What follows belongs to an exercise in optimizing a design on an open flow for small area; a production flow would make more cautious choices. RTL that was checked went through simulation tests only; none was proved equivalent to the original. Function not checked in run 1: the RTL went through the layout flow alone. The flow treats the clock pin as an ideal source, which a real chip does not have. Power figures rest on the tool's default switching activity, not on a simulated workload.

===== flow/run.sh =====
#!/bin/bash
# Own layout flow: the standard flow (standard.sh) with three changes:
#  * synthesis is synth_recipe.tcl unchanged except that ABC maps each module for
#    area with area.abc (no buffering/upsizing) instead of ORFS's speed script;
#  * the port buffers are buf_1 instead of the buffer_ports default;
#  * CTS runs without a dummy load;
#  * everything else (floorplan, PDN, taps, CTS, routing) is the standard flow.
set -euo pipefail
WORK=$(pwd)
mkdir -p "$WORK/own"
sed 's#log_cmd abc {\*}$abc_args#log_cmd abc -script $::env(OWN_ABC_SCRIPT) {*}[lrange $abc_args 2 end]#' \
  "$FLOW_HOME/scripts/synth.tcl" > "$WORK/own/synth_mod.tcl"
grep -q OWN_ABC_SCRIPT "$WORK/own/synth_mod.tcl"
export OWN_SYNTH_MOD="$WORK/own/synth_mod.tcl"
export OWN_ABC_SCRIPT="$WORK/flow/area.abc"
bash standard.sh \
  "SYNTH_SCRIPT=$WORK/flow/own_synth.tcl" \
  "BUFFER_PORTS_ARGS=-buffer_cell sky130_fd_sc_hd__buf_1" \
  "CTS_ARGS=-sink_clustering_enable -repair_clock_nets -dont_use_dummy_load" \
  finish > "$WORK/standard_flow.log" 2>&1

===== flow/area.abc =====
strash
&get -n
&dch -f
&nf -R 1000
&put

===== flow/own_synth.tcl =====
# The standard synthesis (synth_recipe.tcl) with one change: ORFS's synth.tcl is used as
# synth_mod.tcl, a copy whose ABC call maps for area with flow/area.abc (written by run.sh).
proc synth {args} { yosys synth -nofsm -noshare {*}$args }
source $::env(OWN_SYNTH_MOD)
# left out here: clear keep_hierarchy, flatten, clean up, hide names made inside functions, write 1_2_yosys.v

===== standard.sh =====
#!/bin/bash
# synth_recipe.tcl (not shown) runs the flow's synth.tcl, then flattens the netlist and writes it again
# the make line also repeats each setting of config.mk as NAME=value (left out here)
make -C /OpenROAD-flow-scripts/flow DESIGN_CONFIG=/design/flow/config.mk WORK_HOME=/design/flow/orfs CLKGATE_MAP_FILE= SYNTH_SCRIPT=/design/flow/synth_recipe.tcl "${@:-finish}"

===== config.mk =====
export PLATFORM = sky130hd
export DESIGN_NAME = process
export DESIGN_NICKNAME = process
export VERILOG_FILES = /design/flow/design.v
export SDC_FILE = /design/flow/constraint.sdc
export NUM_CORES = 4
export LEC_CHECK = 0
export CAP_MARGIN = 20
export CORE_MARGIN = 2
export CORE_UTILIZATION = 55
export SLEW_MARGIN = 20
export SYNTH_HIERARCHICAL = 1

===== constraint.sdc =====
create_clock -name core_clock -period 10.0 [get_ports {clka}]
set_input_delay 2.0000 -clock core_clock [delete_from_list [all_inputs] [get_ports {clka}]]
set_output_delay 2.0000 -clock core_clock [all_outputs]
set_load 0.01 [all_outputs]

===== design.v =====
`timescale 1ns / 1ps
module pp_fa(input a, input b, input c, output s, output co);
    assign s  = a ^ b ^ c;
    assign co = (a & b) | (a & c) | (b & c);
endmodule
module pp_ha(input a, input b, output s, output co);
    assign s  = a ^ b;
    assign co = a & b;
endmodule
module pp_bop(input v, input nx, input ny, input z, input gz, output b);
    assign b = ~(v ? nx : ny) | (z & gz);
endmodule
module pp_majn(input a, input bn, input c, output m);
    assign m = (a & ~bn) | (a & c) | (~bn & c);
endmodule
module pp_omux(input s, input P, input Q, input yn, output o);
    assign o = (s ? P : Q) | ~yn;
endmodule
module process(Rout,Gout,Bout,OKout,Rin,Gin,Bin,operation,value,clka,reset,OKin);
input clka,reset,OKin;
input [7:0]Rin,Gin,Bin,value;
input [2:0]operation;
output reg [7:0]Rout,Gout,Bout;
output reg OKout;
wire en = OKin & ~reset;
wire op_inc = (operation == 3'd0);
wire op_dec = (operation == 3'd1);
wire op_gry = (operation == 3'd2);
wire op_red = (operation == 3'd3);
wire op_grn = (operation == 3'd4);
wire op_blu = (operation == 3'd5);
wire op_thr = (operation == 3'd6);
wire op_inv = (operation == 3'd7);
wire s0a, c0a, s0b, c0b, s0c, c0c, z0, c0d;
pp_fa f0a(Rin[2], Rin[5], Rin[6], s0a, c0a);
pp_fa f0b(Gin[4], Gin[6], Bin[4], s0b, c0b);
pp_fa f0c(s0a, s0b, Bin[5], s0c, c0c);
pp_ha h0d(s0c, Bin[6], z0, c0d);
wire s1a, c1a, s1b, c1b, s1c, c1c, s1d, c1d, s1e, c1e, z1, c1f;
pp_fa f1a(Rin[3], Rin[6], Rin[7], s1a, c1a);
pp_fa f1b(Gin[5], Gin[7], Bin[5], s1b, c1b);
pp_fa f1c(Bin[6], Bin[7], c0a, s1c, c1c);
pp_fa f1d(c0b, c0c, c0d, s1d, c1d);
pp_fa f1e(s1a, s1b, s1c, s1e, c1e);
pp_ha h1f(s1e, s1d, z1, c1f);
wire s2a, c2a, s2b, c2b, s2c, c2c, s2d, c2d, z2, c2e;
pp_fa f2a(Rin[4], Rin[7], Gin[6], s2a, c2a);
pp_fa f2b(Bin[6], Bin[7], c1a, s2b, c2b);
pp_fa f2c(c1b, c1c, c1d, s2c, c2c);
pp_fa f2d(s2a, s2b, s2c, s2d, c2d);
pp_fa f2e(s2d, c1e, c1f, z2, c2e);
wire s3a, c3a, s3b, c3b, s3c, c3c, z3, c3d;
pp_fa f3a(Rin[5], Gin[7], Bin[7], s3a, c3a);
pp_fa f3b(c2a, c2b, c2c, s3b, c3b);
pp_fa f3c(s3a, s3b, c2d, s3c, c3c);
pp_ha h3d(s3c, c2e, z3, c3d);
wire s4a, c4a, z4, c4b;
pp_fa f4a(Rin[6], c3a, c3b, s4a, c4a);
pp_fa f4b(s4a, c3c, c3d, z4, c4b);
wire z5, c5a;
pp_fa f5a(Rin[7], c4a, c4b, z5, c5a);
wire [6:0] Z = {c5a, z5, z4, z3, z2, z1, z0};
wire op_gz = op_gry | op_thr;
wire bx = ~(op_dec | op_gz);
wire by = ~(op_inc | op_gz);
wire [7:0] zb = {Z, 1'b0};
wire [7:0] b;
genvar m;
generate
    for (m = 0; m < 8; m = m + 1) begin : bop
        pp_bop u(value[m], ~bx, ~by, zb[m], op_gz, b[m]);
    end
endgenerate
wire cin = by;
wire [8:0] Rc, Gc, Bc;
wire [8:0] Rs, Gs, Bs;
assign Rc[0] = cin;
assign Gc[0] = cin;
assign Bc[0] = cin;
genvar j;
generate
    for (j = 0; j < 8; j = j + 1) begin : add
        pp_fa fr(Rin[j], b[j], Rc[j], Rs[j], Rc[j+1]);
        pp_fa fg(Gin[j], b[j], Gc[j], Gs[j], Gc[j+1]);
        pp_fa fb(Bin[j], b[j], Bc[j], Bs[j], Bc[j+1]);
    end
endgenerate
assign Rs[8] = Rc[8];
assign Gs[8] = Gc[8];
assign Bs[8] = Bc[8];
wire [7:0] Y = Gs[8:1];
wire [8:0] gt;
assign gt[0] = 1'b0;
assign gt[1] = Y[0] & ~value[0];
genvar i;
generate
    for (i = 1; i < 8; i = i + 1) begin : cmp
        pp_majn u(Y[i], value[i], gt[i], gt[i+1]);
    end
endgenerate
wire white = ~gt[8];
wire rP = en & (op_inc | (op_dec & Rs[8]) | op_red | (op_thr & white));
wire rQ = en & ((op_inc & Rs[8]) | op_inv | (op_thr & white));
wire gP = en & (op_inc | (op_dec & Gs[8]) | op_grn | (op_thr & white));
wire gQ = en & ((op_inc & Gs[8]) | op_inv | (op_thr & white));
wire bP = en & (op_inc | (op_dec & Bs[8]) | op_blu | (op_thr & white));
wire bQ = en & ((op_inc & Bs[8]) | op_inv | (op_thr & white));
wire selY = en & op_gry;
wire [7:0] yn = ~(Y & {8{selY}});
wire [7:0] Rn, Gn, Bn;
genvar k;
generate
    for (k = 0; k < 8; k = k + 1) begin : omux
        pp_omux ur(Rs[k], rP, rQ, yn[k], Rn[k]);
        pp_omux ug(Gs[k], gP, gQ, yn[k], Gn[k]);
        pp_omux ub(Bs[k], bP, bQ, yn[k], Bn[k]);
    end
endgenerate
always @(posedge clka) begin
    OKout <= en;
    Rout <= Rn;
    Gout <= Gn;
    Bout <= Bn;
end
endmodule

==> results of run 1 <==
-- worst max-delay path, stage by stage --
cell and delay, ps:
buf_1 290, fa_1 510, fa_1 490, ha_1 220
fa_1 380, fa_1 510, fa_1 440, fa_1 470
a22oi_1 150, o21ai_0 270, fa_1 480, fa_1 380
fa_1 380, fa_1 380, fa_1 510, nor2_1 130
a21oi_1 60, nor2_1 90, a21oi_1 40, nand3b_1 250
a31oi_1 660, mux2i_1 190, nand2_1 110
-- registers in the layout, indices dropped and copies added, names as in the netlist --
register  flops
OKout         1
Bout          8
Rout          8
Gout          8
-- final timing paths --
kind | cells after the start | slack (ps) | end | start
min | 3 | 2080 | OKout$_DFF_P_ | OKin
max | 23 | 790 | Bout[5]$_DFF_P_ | Rin[6]
-- cell usage after synthesis, drive strengths merged --
library cell   n  area (um^2)
nor3           2         10.0
mux2i         24          240
nor2b          1         6.26
clkinv        11         41.3
a21oi         10         50.1
conb           1         3.75
o21bai         1         7.51
ha             3         37.5
dfxtp         25          500
fa            43          861
nand2         43          161
nand3b         1         7.51
nand2b         3         18.8
or3            1         6.26
nand3          1         5.00
a22oi          8         60.1
a31oi          4         25.0
o21ai         10         50.1
nor2          10         37.5
-- power breakdown --
part | internal (mW) | switching (mW)
registers | 0.113 | 0.00324
clock network | 0.0269 | 0.0286
logic | 0.115 | 0.139
-- per-stage QoR --
step	setup slack [ps]	power [mW]	std cells	hold WS [ps]
6_report	789	0.426	316	2080
3_5_place_dp	472	0.376	313	2340
5_1_grt	299	0.468	316	2130
4_1_cts	740	0.432	316	2070
2_1_floorplan	1360	0.304	202	2210
3_3_place_gp	592	0.376	313	2330
-- layer usage --
metal / global-route usage [%] / part of all wire (%) / routed length [um] / vias to the layer above
met5: 0 / 0 / 0 / -
met4: 6.12 / 1.2 / 54 / 0
met3: 4.77 / 5.5 / 250 / 6
met2: 44.4 / 52 / 2360 / 56
met1: 28.3 / 42 / 1900 / 812
li1: - / - / - / 808
-- per-module statistics from Yosys, one instance, submodules excluded --
module,copies in the design,cells inside
process,1,63
pp_fa,43,1
pp_bop,8,3
pp_omux,24,2
pp_ha,3,1
pp_majn,7,3
-- cell type report --
cell class              instances  area (um^2)  share of cell area, %
multi-input cells             166         1590                   64.3
well taps                      48         60.1                   2.43
repair buffers                 63          240                   9.72
clock buffers                   3         41.3                   1.67
inverters                      11         41.3                   1.67
flip-flops and latches         25          500                   20.3
-- logic make-up (layout without fill, tap and decap cells) --
group,after synthesis,count (layout),share of synthesized area (%)
other cells,1,1,0.176
simple gates,62,62,11.9
mux,24,24,11.3
buf+inv,11,77,1.94
compound gates,33,33,9.05
fa+ha+maj,46,46,42.2
flops,25,25,23.5
==> notes.md, run 1 <==
ANT nets after route: 0
Final #Nets: 354
crit path launch type: input pin
Area after DPL: 2430 um^2
Post-Syn Instances: 202
Slew HR: 33.8%
Arr. time, crit path: 9410 ps
worst IR drop on VDD: 91.5 uV
FF+latch count, synth: 25
commonest non-fill, non-tap cells in the layout: buf_1, nand2_1, fa_1
pin count of the biggest net entering global routing: 15
CTS tree: yes
CTS clk-pin slew, worst paths: 70 ps
Via density: 5.32
period utilization: 92.1%
total grt overflow: 0
dpl hpwl: 4110 um
CP max FO: 8
setup violators final: 0
crit path kind: in2reg
final core occ: 67.0%
Die Ht: 66.2 um
register area share after synthesis: 23.5%
first-pass GRT wire length: 7830 um
CORE AREA: 3690 um^2
WL per Instance: 14.4 um
final hold viol count: 0
Post-CTS Setup Bufs: 0
Fmax: 0.109 GHz
layout cells sized above 1: 1.49%
row cnt: 22
CTS Buffer Depth: 2
Mapped Avg Cell Area: 10.5 um^2
status: timing/DRC/antenna clean
vias in the first global route: 1,772
Hold Path Class: in2reg
max_cap viols: 0
Unique masters post-synth: 19
H-tree depth: 1
Num CTS Buffers: 3
I/O pin total: 63
die area: 4390 um^2
Pre-antenna DRT Iters: 4
syn_nets: 286
clock sink total: 25
area delta synth->final: 16.0%
post-CTS resize count: 0
most common cell after layout, fill and taps aside: buf_1
Starting Density: 57.7%
number of remaining DRC errors: 0
YS warnings: 7
antenna diode count: 0
Post-CTS Hold Fix Bufs: 0
Pwr per Cell Area: 172 nW/um^2
Post-Route WL: 4560 um
DR vias: 1,682
Critical Path End Type: register
I/O Buffers: 62
Mapped Area: 2130 um^2
worst slew pin tran: 985 ps
Die W: 66.2 um
FILL cells: 327
RSZ-0062 raised after global routing: false
initial antenna violation count: 0
Placer Congestion: 0.892
GR Util All Layers: 24.0%
Static Leak: 1.05 nW
Max Slew Vio Count: 0
CP required: 10,200 ps
clk root buf: clkbuf_8
design area: 2470 um^2
Initial DRC Count: 121
Setup TNS: 0 ps
post-route minimum period: 9210 ps
==> run 2: changes to the inputs <==
--- a/design.v
+++ b/design.v
@@ -10,4 +10,7 @@
 module pp_bop(input v, input nx, input ny, input z, input gz, output b);
     assign b = ~(v ? nx : ny) | (z & gz);
+endmodule
+module pp_bop0(input v, input nx, input ny, output b);
+    assign b = ~(v ? nx : ny);
 endmodule
 module pp_majn(input a, input bn, input c, output m);
@@ -64,10 +67,10 @@
 wire bx = ~(op_dec | op_gz);
 wire by = ~(op_inc | op_gz);
-wire [7:0] zb = {Z, 1'b0};
 wire [7:0] b;
+pp_bop0 bop0(value[0], ~bx, ~by, b[0]);
 genvar m;
 generate
-    for (m = 0; m < 8; m = m + 1) begin : bop
-        pp_bop u(value[m], ~bx, ~by, zb[m], op_gz, b[m]);
+    for (m = 1; m < 8; m = m + 1) begin : bop
+        pp_bop u(value[m], ~bx, ~by, Z[m-1], op_gz, b[m]);
     end
 endgenerate
==> run 2 against run 1 <==
Still clean on timing, DRC and antenna. Area after synthesis decreased by 0.47%. Utilization decreased by 0.27 points. Count of clock-buffer cells in the layout unchanged. Power increased by 0.79%. Sequential power about the same. Maximum frequency decreased by 1.3%. Global-route usage increased by 1.2 points. Final cell count decreased by 0.95%. Non-clock buffer count unchanged. Design area decreased by 0.41%. Synthesized cell count decreased by 1.5%. Routed wire length increased by 8.8%.
==> notes.md, run 2 <==
CORE AREA: 3690 um^2
setup violators final: 0
slowest stage delay, CP: 680 ps
Post-CTS Hold Fix Bufs: 0
YS warnings: 7
register area share after synthesis: 23.6%
Num CTS Buffers: 3
worst IR drop on VDD: 86.6 uV
Slew HR: 42.2%
top cells by count, synth: fa_1, nand2_1, dfxtp_1, mux2i_1
Post-Route WL: 4960 um
most common cell after layout, fill and taps aside: buf_1
Die W: 66.1 um
Post-synth EDFFs: 0
Arr. time, crit path: 9530 ps
total grt overflow: 0
Mapped Area: 2120 um^2
I/O Buffers: 62
post-synth top area share: 40.6%
CP delay by family, top: adder cells
H-tree depth: 1
Crit-path slowest cell: a31oi_1
FF+latch count, synth: 25
initial antenna violation count: 0
Synth area leaders: fa_1, dfxtp_1, mux2i_1
RSZ-0062 raised after global routing: false
Critical Path End Type: register
Via density: 5.42
commonest non-fill, non-tap cells in the layout: buf_1, nand2_1, fa_1
Placer Congestion: 0.880
Starting Density: 57.5%
I/O pin total: 63
clock sink total: 25
clk root buf: clkbuf_8
Hold Path Class: in2reg
CP required: 10,190 ps
worst slew pin tran: 861 ps
CP max FO: 8
max_cap viols: 0
largest registers: Bout x8, Gout x8, Rout x8
antenna diode count: 0
syn_nets: 283
Post-Place Setup Slack: 418 ps
Static Leak: 1.05 nW
Setup TNS: 0 ps
Worst Path Buf+Inv: 1
number of remaining DRC errors: 0
Unique masters post-synth: 18
Fmax: 0.107 GHz
Post-Syn Instances: 199
hold path start: OKin
Top cell by count, worst path: fa_1
Max Slew Vio Count: 0
Yosys top cell by area: fa_1
first-pass GRT wire length: 8110 um
pin count of the biggest net entering global routing: 16
row cnt: 22
Pre-antenna DRT Iters: 4
top_reg_cell synth: dfxtp_1
area delta synth->final: 16.1%
die area: 4370 um^2
CTS Buffer Depth: 2
final setup margin: 665 ps
dpl hpwl: 4370 um
crit path launch type: input pin
post-CTS resize count: 0
status: timing/DRC/antenna clean
Post-CTS Setup Bufs: 0
ANT nets after route: 0
WL per Instance: 15.9 um
Final #Nets: 351
layout cells sized above 1: 1.51%
crit path kind: in2reg
ys async rst share: 0%
post-route minimum period: 9330 ps
CTS clk-pin slew, worst paths: 60 ps
Mapped Avg Cell Area: 10.7 um^2
Initial DRC Count: 68
final hold viol count: 0
period utilization: 93.3%
Pwr per Cell Area: 174 nW/um^2
crit path cell chain: buf_1 > fa_1 > fa_1 > ha_1 > fa_1 > fa_1 > fa_1 > fa_1 > a22oi_1 > o21ai_0 > fa_1 > fa_1 > fa_1 > fa_1 > fa_1 > nor2_1 > a21oi_1 > nor2_1 > a21oi_1 > nand3b_1 > a31oi_1 > mux2i_1 > nand2_1
DR vias: 1,695
Die Ht: 66.1 um
worst setup path startpoint: Rin[6]
vias in the first global route: 1,753
CTS tree: yes
GR Util All Layers: 25.3%
==> run 2: changes by cell type in the layout (fill, tap and decap cells not counted), sizes merged <==
cell    before  now
clkinv      11   10
mux2i       24   25
o21ai       10    9
a22oi        8    7
conb         1    0
==> run 2: kinds of logic (layout without fill, tap and decap cells) <==
kind of cell	Yosys count	count (layout)	synth area share, %
AO/OA/AOI/OAI	31	31	8.50
adder cells (fa/ha/maj)	46	46	42.4
buffers and inverters	10	76	1.77
flip-flops	25	25	23.6
multiplexers	25	25	11.8
AND/OR/NAND/NOR	62	62	11.9
==> run 2: worst paths after layout <==
path / to / slack (ps) / depth (start not counted)
setup / recovery: Bout[5]$_DFF_P_ / 670 / 23
hold / removal: OKout$_DFF_P_ / 2090 / 3
==> run 2: layer usage <==
| layer | GRT usage, % | share of wire (%) |
|---|---|---|
| met1 | 32.4 | 41 |
| met2 | 46.1 | 52 |
| met3 | 3.07 | 5.1 |
| met4 | 4.59 | 1.4 |
| met5 | 0 | 0 |
==> run 2: area by class of cell <==
type | count | area (um^2)
multi-input cells | 164 | 1580
flip-flops and latches | 25 | 500
well taps | 48 | 60.1
fillers | 313 | 1230
inverters | 10 | 37.5
repair buffers | 63 | 240
clock buffers | 3 | 41.3
==> run 2: per-stage QoR <==
stage	hold slack, ps	instance area (um^2)	total power [mW]	std cells	util (%)
after floorplan	2210	2120	0.304	199	-
after global placement	2340	2420	0.375	310	65.6
after detailed placement	2350	2420	0.378	310	65.6
after CTS	2090	2460	0.436	313	66.7
after global routing	2120	2460	0.470	313	66.7
final	2090	2460	0.429	313	66.7
==> run 2: power breakdown <==
group          internal [mW]  switching [mW]
Combinational          0.116           0.142
Sequential             0.113         0.00358
Clock                 0.0269          0.0280
==> run 2: per-module statistics from Yosys (local to each module, per instance) <==
module | cell area [um^2] | cells inside
pp_ha | 12.5 | 1
pp_bop | 16.3 | 3
pp_bop0 | 10.0 | 1
pp_omux | 13.8 | 2
pp_majn | 12.5 | 3
process | 679 | 62
pp_fa | 20.0 | 1
==> run 3: changes to the inputs <==
--- a/flow/run.sh
+++ b/flow/run.sh
@@ -1,8 +1,8 @@
 #!/bin/bash
-# Own layout flow: the standard flow (standard.sh) with three changes:
+# Own layout flow: the standard flow (standard.sh) with these changes:
 #  * synthesis is synth_recipe.tcl unchanged except that ABC maps each module for
 #    area with area.abc (no buffering/upsizing) instead of ORFS's speed script;
 #  * the port buffers are buf_1 instead of the buffer_ports default;
-#  * CTS runs without a dummy load;
+#  * CTS runs without a dummy load, and post_cts.tcl makes its root buffer clkbuf_1;
 #  * everything else (floorplan, PDN, taps, CTS, routing) is the standard flow.
 set -euo pipefail
@@ -14,7 +14,9 @@
 export OWN_SYNTH_MOD="$WORK/own/synth_mod.tcl"
 export OWN_ABC_SCRIPT="$WORK/flow/area.abc"
+export OWN_CLKROOT=sky130_fd_sc_hd__clkbuf_1
 bash standard.sh \
   "SYNTH_SCRIPT=$WORK/flow/own_synth.tcl" \
   "BUFFER_PORTS_ARGS=-buffer_cell sky130_fd_sc_hd__buf_1" \
   "CTS_ARGS=-sink_clustering_enable -repair_clock_nets -dont_use_dummy_load" \
+  "POST_CTS_TCL=$WORK/flow/post_cts.tcl" \
   finish > "$WORK/standard_flow.log" 2>&1
==> flow/post_cts.tcl (new file) <==
# POST_CTS hook: CTS makes a root clock buffer that drives only the leaf clock buffers,
# which then drive the flip-flops. The root needs little drive, so it becomes the
# smallest clock buffer; placement is legalised again afterwards.
set root [get_cells -quiet clkbuf_0_clka]
if { [llength $root] == 1 } {
  replace_cell $root $::env(OWN_CLKROOT)
  detailed_placement
  estimate_parasitics -placement
  puts "post_cts: root clock buffer is now $::env(OWN_CLKROOT)"
}
==> run 3 against run 2 <==
Still clean on timing, DRC and antenna. Area after synthesis did not move. Non-clock buffer count stayed put. Maximum frequency grew 1.0%. Routed wire length shrank 0.16%. Critical path type unchanged.
==> notes.md, run 3 <==
ys async rst share: 0%
CTS clk-pin slew, worst paths: 60 ps
final non-filler cell total: 313
crit path cell chain: buf_1 > fa_1 > fa_1 > ha_1 > fa_1 > fa_1 > fa_1 > fa_1 > a22oi_1 > o21ai_0 > fa_1 > fa_1 > fa_1 > fa_1 > fa_1 > nor2_1 > a21oi_1 > nor2_1 > a21oi_1 > nand3b_1 > a31oi_1 > mux2i_1 > nand2_1
CP required: 10,260 ps
antenna diode count: 0
largest registers: Bout x8, Gout x8, Rout x8
crit path kind: in2reg
pin count of the biggest net entering global routing: 16
Gate power share: 61.1%
Slew HR: 41.3%
Area after DPL: 2420 um^2
Max Slew Vio Count: 0
most common cell after layout, fill and taps aside: buf_1
die area: 4370 um^2
Post-Route WL: 4960 um
post-route minimum period: 9240 ps
status: timing/DRC/antenna clean
Seq pwr share: 27.6%
row cnt: 22
Die Ht: 66.1 um
slowest stage delay, CP: 670 ps
clock sink total: 25
top_reg_cell synth: dfxtp_1
sw power: 0.173 mW
Hold Path Class: in2reg
Post-Syn Instances: 199
Pint: 0.249 mW
max_cap viols: 0
sequential cell area: 500 um^2
WL per Instance: 15.8 um
first-pass GRT wire length: 8110 um
register area share after synthesis: 23.6%
ANT nets after route: 0
Yosys top cell by area: fa_1
number of remaining DRC errors: 0
Static Leak: 1.04 nW
multi-input logic area: 1580 um^2
Synth area leaders: fa_1, dfxtp_1, mux2i_1
I/O pin total: 63
Placer Congestion: 0.880
dpl hpwl: 4370 um
Inst Count DP: 310
Mapped Area: 2120 um^2
Initial DRC Count: 68
Pwr per Cell Area: 172 nW/um^2
Die W: 66.1 um
crit path launch type: input pin
CP max FO: 8
layout cells sized above 1: 1.13%
commonest non-fill, non-tap cells in the layout: buf_1, nand2_1, fa_1
top cells by count, synth: fa_1, nand2_1, dfxtp_1, mux2i_1
I/O Buffers: 62
worst slew pin tran: 873 ps
Fmax: 0.108 GHz
RSZ-0062 raised after global routing: false
FF+latch count, synth: 25
Top cell by count, worst path: fa_1
GR Util All Layers: 25.3%
Unique masters post-synth: 18
Total Power: 0.422 mW
YS warnings: 7
DR vias: 1,681
CORE AREA: 3690 um^2
final hold viol count: 0
CTS tree: yes
total grt overflow: 0
Mapped Avg Cell Area: 10.7 um^2
Final #Nets: 351
Pre-antenna DRT Iters: 4
Crit-path slowest cell: a31oi_1
vias in the first global route: 1,753
Clk pwr share: 11.2%
Critical Path End Type: register
initial antenna violation count: 0
Post-synth EDFFs: 0
Setup TNS: 0 ps
Starting Density: 57.5%
sw frac: 41.0%
final core occ: 66.5%
post-synth top area share: 40.6%
area delta synth->final: 15.6%
period utilization: 92.4%
Arr. time, crit path: 9510 ps
FILL cells: 314
design area: 2450 um^2
Via density: 5.37
setup violators final: 0
syn_nets: 283
worst IR drop on VDD: 85.3 uV
-- run 3: cell types whose count changed in the layout (fill, tap and decap cells not counted) --
cell	change
clkbuf_8	-1
clkbuf_1	+1
-- run 3: final cells by class --
class,count,share of cell area [%]
Clock buffer,3,1.28
Inverter,10,1.53
Multi-Input combinational cell,164,64.5
Sequential cell,25,20.4
Tap cell,48,2.45
Timing Repair Buffer,63,9.80
-- run 3: logic make-up (layout without fill, tap and decap cells) --
logic type,Yosys count,in the layout,share of synthesized area (%)
AOI/OAI and AO/OA,31,31,8.50
DFF,25,25,23.6
adders and majority gates,46,46,42.4
buffers and inverters,10,76,1.77
and+or+nand+nor,62,62,11.9
muxes,25,25,11.8
-- run 3: final timing paths --
kind                  cells past startpoint              end  startpoint
worst min-delay path                      3    OKout$_DFF_P_        OKin
worst max-delay path                     23  Bout[5]$_DFF_P_      Rin[6]
-- run 3: worst max-delay path: cells and delay by family --
kind / cells / cell delay, ps
AOI/OAI and AO/OA: 5 / 1210
adders and majority gates: 12 / 5220
buffers and inverters: 1 / 270
muxes: 1 / 190
and+or+nand+nor: 4 / 590
-- run 3: modules after synthesis, one instance, submodules excluded, a selection --
module / times used / flip-flops and latches / area (um^2)
pp_majn: 7 / 0 / 12.5
pp_bop: 7 / 0 / 16.3
pp_ha: 3 / 0 / 12.5
process: 1 / 25 / 679
pp_bop0: 1 / 0 / 10.0
pp_fa: 43 / 0 / 20.0
-- run 3: per-layer routing --
metal  vias up  wire [um]  track usage [%]
met4         0         61             4.59
met5         -          0                0
li1        800          -                -
met3         6        237             3.07
met2        62       2590             46.1
met1       813       2060             32.4
-- run 3: power groups by stage --
stage,Combinational (mW),Sequential (mW),Clock [mW]
floorplan,0.178,0.126,0
detailed placement,0.259,0.119,0
finish,0.258,0.117,0.0473
global placement,0.256,0.119,0
global route,0.293,0.118,0.0522
-- run 3: through the flow --
stage	setup WS, ps	hold WS [ps]
after global routing	276	2040
after detailed placement	418	2350
final	758	2020
after global placement	616	2340
after floorplan	1360	2210
==> run 4: changes to the inputs <==
--- a/flow/run.sh
+++ b/flow/run.sh
@@ -18,5 +18,5 @@
   "SYNTH_SCRIPT=$WORK/flow/own_synth.tcl" \
   "BUFFER_PORTS_ARGS=-buffer_cell sky130_fd_sc_hd__buf_1" \
-  "CTS_ARGS=-sink_clustering_enable -repair_clock_nets -dont_use_dummy_load" \
+  "CTS_ARGS=-sink_clustering_enable -repair_clock_nets -dont_use_dummy_load -buf_list sky130_fd_sc_hd__clkbuf_8" \
   "POST_CTS_TCL=$WORK/flow/post_cts.tcl" \
   finish > "$WORK/standard_flow.log" 2>&1
--- a/config.mk
+++ b/config.mk
@@ -8,5 +8,5 @@
 export CAP_MARGIN = 20
 export CORE_MARGIN = 2
-export CORE_UTILIZATION = 55
+export CORE_UTILIZATION = 65
 export SLEW_MARGIN = 20
 export SYNTH_HIERARCHICAL = 1
==> run 4 against run 3 <==
Combinational power about the same. Design area is 0.20% lower. Sequential power about the same. Maximum frequency increased by 1.0%. Clock power shrank 0.8%. Global-route usage rose by 3.2 points. Final cell count shrank 1.3%. Synthesized cell count unchanged. Sequential cell count did not move. Critical endpoint is now Rout[4]$_DFF_P_. Largest cell class unchanged. Largest power group unchanged.
==> notes.md, run 4 <==
status: timing/DRC/antenna clean
worst slew pin tran: 958 ps
Crit-path slowest cell: a21oi_1
clock sink total: 25
period utilization: 91.5%
RSZ-0062 raised after global routing: false
slowest stage delay, CP: 650 ps
Mapped Avg Cell Area: 10.7 um^2
Via density: 5.52
Synth area leaders: fa_1, dfxtp_1, mux2i_1
FILL cells: 213
Slew HR: 35.6%
die area: 3730 um^2
Die W: 61.1 um
area delta synth->final: 15.4%
antenna diode count: 0
commonest non-fill, non-tap cells in the layout: buf_1, nand2_1, fa_1
Post-synth EDFFs: 0
register area share after synthesis: 23.6%
Fmax: 0.109 GHz
top cells by count, synth: fa_1, nand2_1, dfxtp_1, mux2i_1
Initial DRC Count: 93
CTS tree: yes
Setup TNS: 0 ps
Unique masters post-synth: 18
final core occ: 79.5%
GR Util All Layers: 28.5%
Mapped Area: 2120 um^2
Post-Syn Instances: 199
post-synth top area share: 40.6%
Post-Route WL: 4650 um
final hold viol count: 0
Yosys top cell by area: fa_1
largest registers: Bout x8, Gout x8, Rout x8
CP max FO: 8
post-route minimum period: 9150 ps
crit path cell chain: buf_1 > fa_1 > fa_1 > ha_1 > fa_1 > fa_1 > fa_1 > fa_1 > a22oi_1 > o21ai_0 > fa_1 > fa_1 > fa_1 > fa_1 > fa_1 > nor2_1 > a21oi_1 > nor2_1 > a21oi_1 > nand3b_1 > a21oi_1 > mux2i_1 > nand2_1
row cnt: 20
sequential cell area: 500 um^2
worst IR drop on VDD: 91.1 uV
most common cell after layout, fill and taps aside: buf_1
total grt overflow: 0
I/O pin total: 63
number of remaining DRC errors: 0
dpl hpwl: 4030 um
I/O Buffers: 62
Pwr per Cell Area: 171 nW/um^2
pin count of the biggest net entering global routing: 15
vias in the first global route: 1,723
Die Ht: 61.1 um
WL per Instance: 15.0 um
crit path kind: in2reg
first-pass GRT wire length: 7630 um
Placer Congestion: 0.871
top_reg_cell synth: dfxtp_1
syn_nets: 283
Top cell by count, worst path: fa_1
ANT nets after route: 0
Final #Nets: 351
max_cap viols: 0
DR vias: 1,707
CTS clk-pin slew, worst paths: 80 ps
CP delay by family, top: adder cells
crit path launch type: input pin
FF+latch count, synth: 25
YS warnings: 7
Max Slew Vio Count: 0
Critical Path End Type: register
CP required: 10,280 ps
multi-input logic area: 1580 um^2
Static Leak: 1.04 nW
setup violators final: 0
layout cells sized above 1: 1.13%
Starting Density: 68.9%
ys async rst share: 0%
Hold Path Class: in2reg
CORE AREA: 3080 um^2
Arr. time, crit path: 9430 ps
Worst Path Buf+Inv: 1
initial antenna violation count: 0
Pre-antenna DRT Iters: 4
run 4: cell counts after synthesis:
Identical to the previous run, type by type.
run 4: where the power goes:
part	leakage (nW)	total [mW]	switching, mW	internal [mW]
sequential	0.204	0.116	0.00306	0.113
clock	0.0156	0.0469	0.0274	0.0195
combinational	0.823	0.256	0.140	0.116
run 4: layout make-up:
class / count / area share, %
multi-input combinational: 164 / 64.7
sequential: 25 / 20.5
timing repair buffer: 63 / 9.82
tap: 44 / 2.25
inverter: 10 / 1.53
clock buffer: 3 / 1.28
run 4: Yosys stat by module, one instance, submodules excluded:
| module | copies in the design | flops+latches |
|---|---|---|
| pp_bop | 7 | 0 |
| pp_bop0 | 1 | 0 |
| pp_fa | 43 | 0 |
| pp_ha | 3 | 0 |
| pp_majn | 7 | 0 |
| pp_omux | 24 | 0 |
| process | 1 | 25 |
run 4: cells by family (layout without fill, tap and decap cells):
group	count (synthesis)	count (layout)	synth area share, %
buffers and inverters	10	76	1.77
AOI/OAI and AO/OA	31	31	8.50
muxes	25	25	11.8
DFF	25	25	23.6
adders and majority gates	46	46	42.4
and+or+nand+nor	62	62	11.9
run 4: per-layer routing:
| layer | wire length (um) | share of wire (%) | track usage [%] |
|---|---|---|---|
| met1 | 1860 | 40 | 35.6 |
| met2 | 2330 | 50 | 48.5 |
| met3 | 282 | 6.1 | 5.88 |
| met4 | 180 | 3.9 | 11.5 |
| met5 | 0 | 0 | 0 |
run 4: final timing paths:
check | start | end | slack [ps] | cells after the start
max | Rin[6] | Rout[4]$_DFF_P_ | 850 | 23
min | OKin | OKout$_DFF_P_ | 2010 | 3
run 4: metrics by stage:
step                cell area, um^2  power, mW  hold WS, ps  setup slack [ps]  cells
detailed placement             2410      0.375         2340               551    306
global route                   2450      0.457         2040               427    309
global placement               2410      0.370         2330               664    306
floorplan                      2120      0.304         2210              1360    199
finish                         2450      0.419         2010               850    309

## what the ideal ports hide
In the flow no input, the clock included, has a driving cell. The finished layouts below were timed again as built, in two steps. Step 1, drivers: a clkbuf_16 drives clka and a buf_2 each remaining input, both assumed. Step 2 adds t to the input delays and takes it off the output delays; t is the mean of the earliest and latest rising clock arrival at the registers after step 1. Input paths then give back, and output paths get back, about the clock's delay inside the block. Slacks: no drivers / after step 1 / after step 2; pairs: no drivers / after step 1.
run | shift t [ns] | slack for setup (ns) | hold WS [ns]
run 1 | 0.282 | 0.789 / 0.787 / 0.505 | 2.079 / 2.078 / 2.360
run 2 | 0.283 | 0.665 / 0.671 / 0.387 | 2.093 / 2.087 / 2.371
run 3 | 0.355 | 0.758 / 0.761 / 0.405 | 2.017 / 2.015 / 2.370
run 4 | 0.357 | 0.850 / 0.849 / 0.492 | 2.009 / 2.007 / 2.364
After both steps every run listed still meets setup and hold. The setup slack of run 4, which loses most, moves by -0.001 ns with the drivers and by -0.358 ns with both steps.
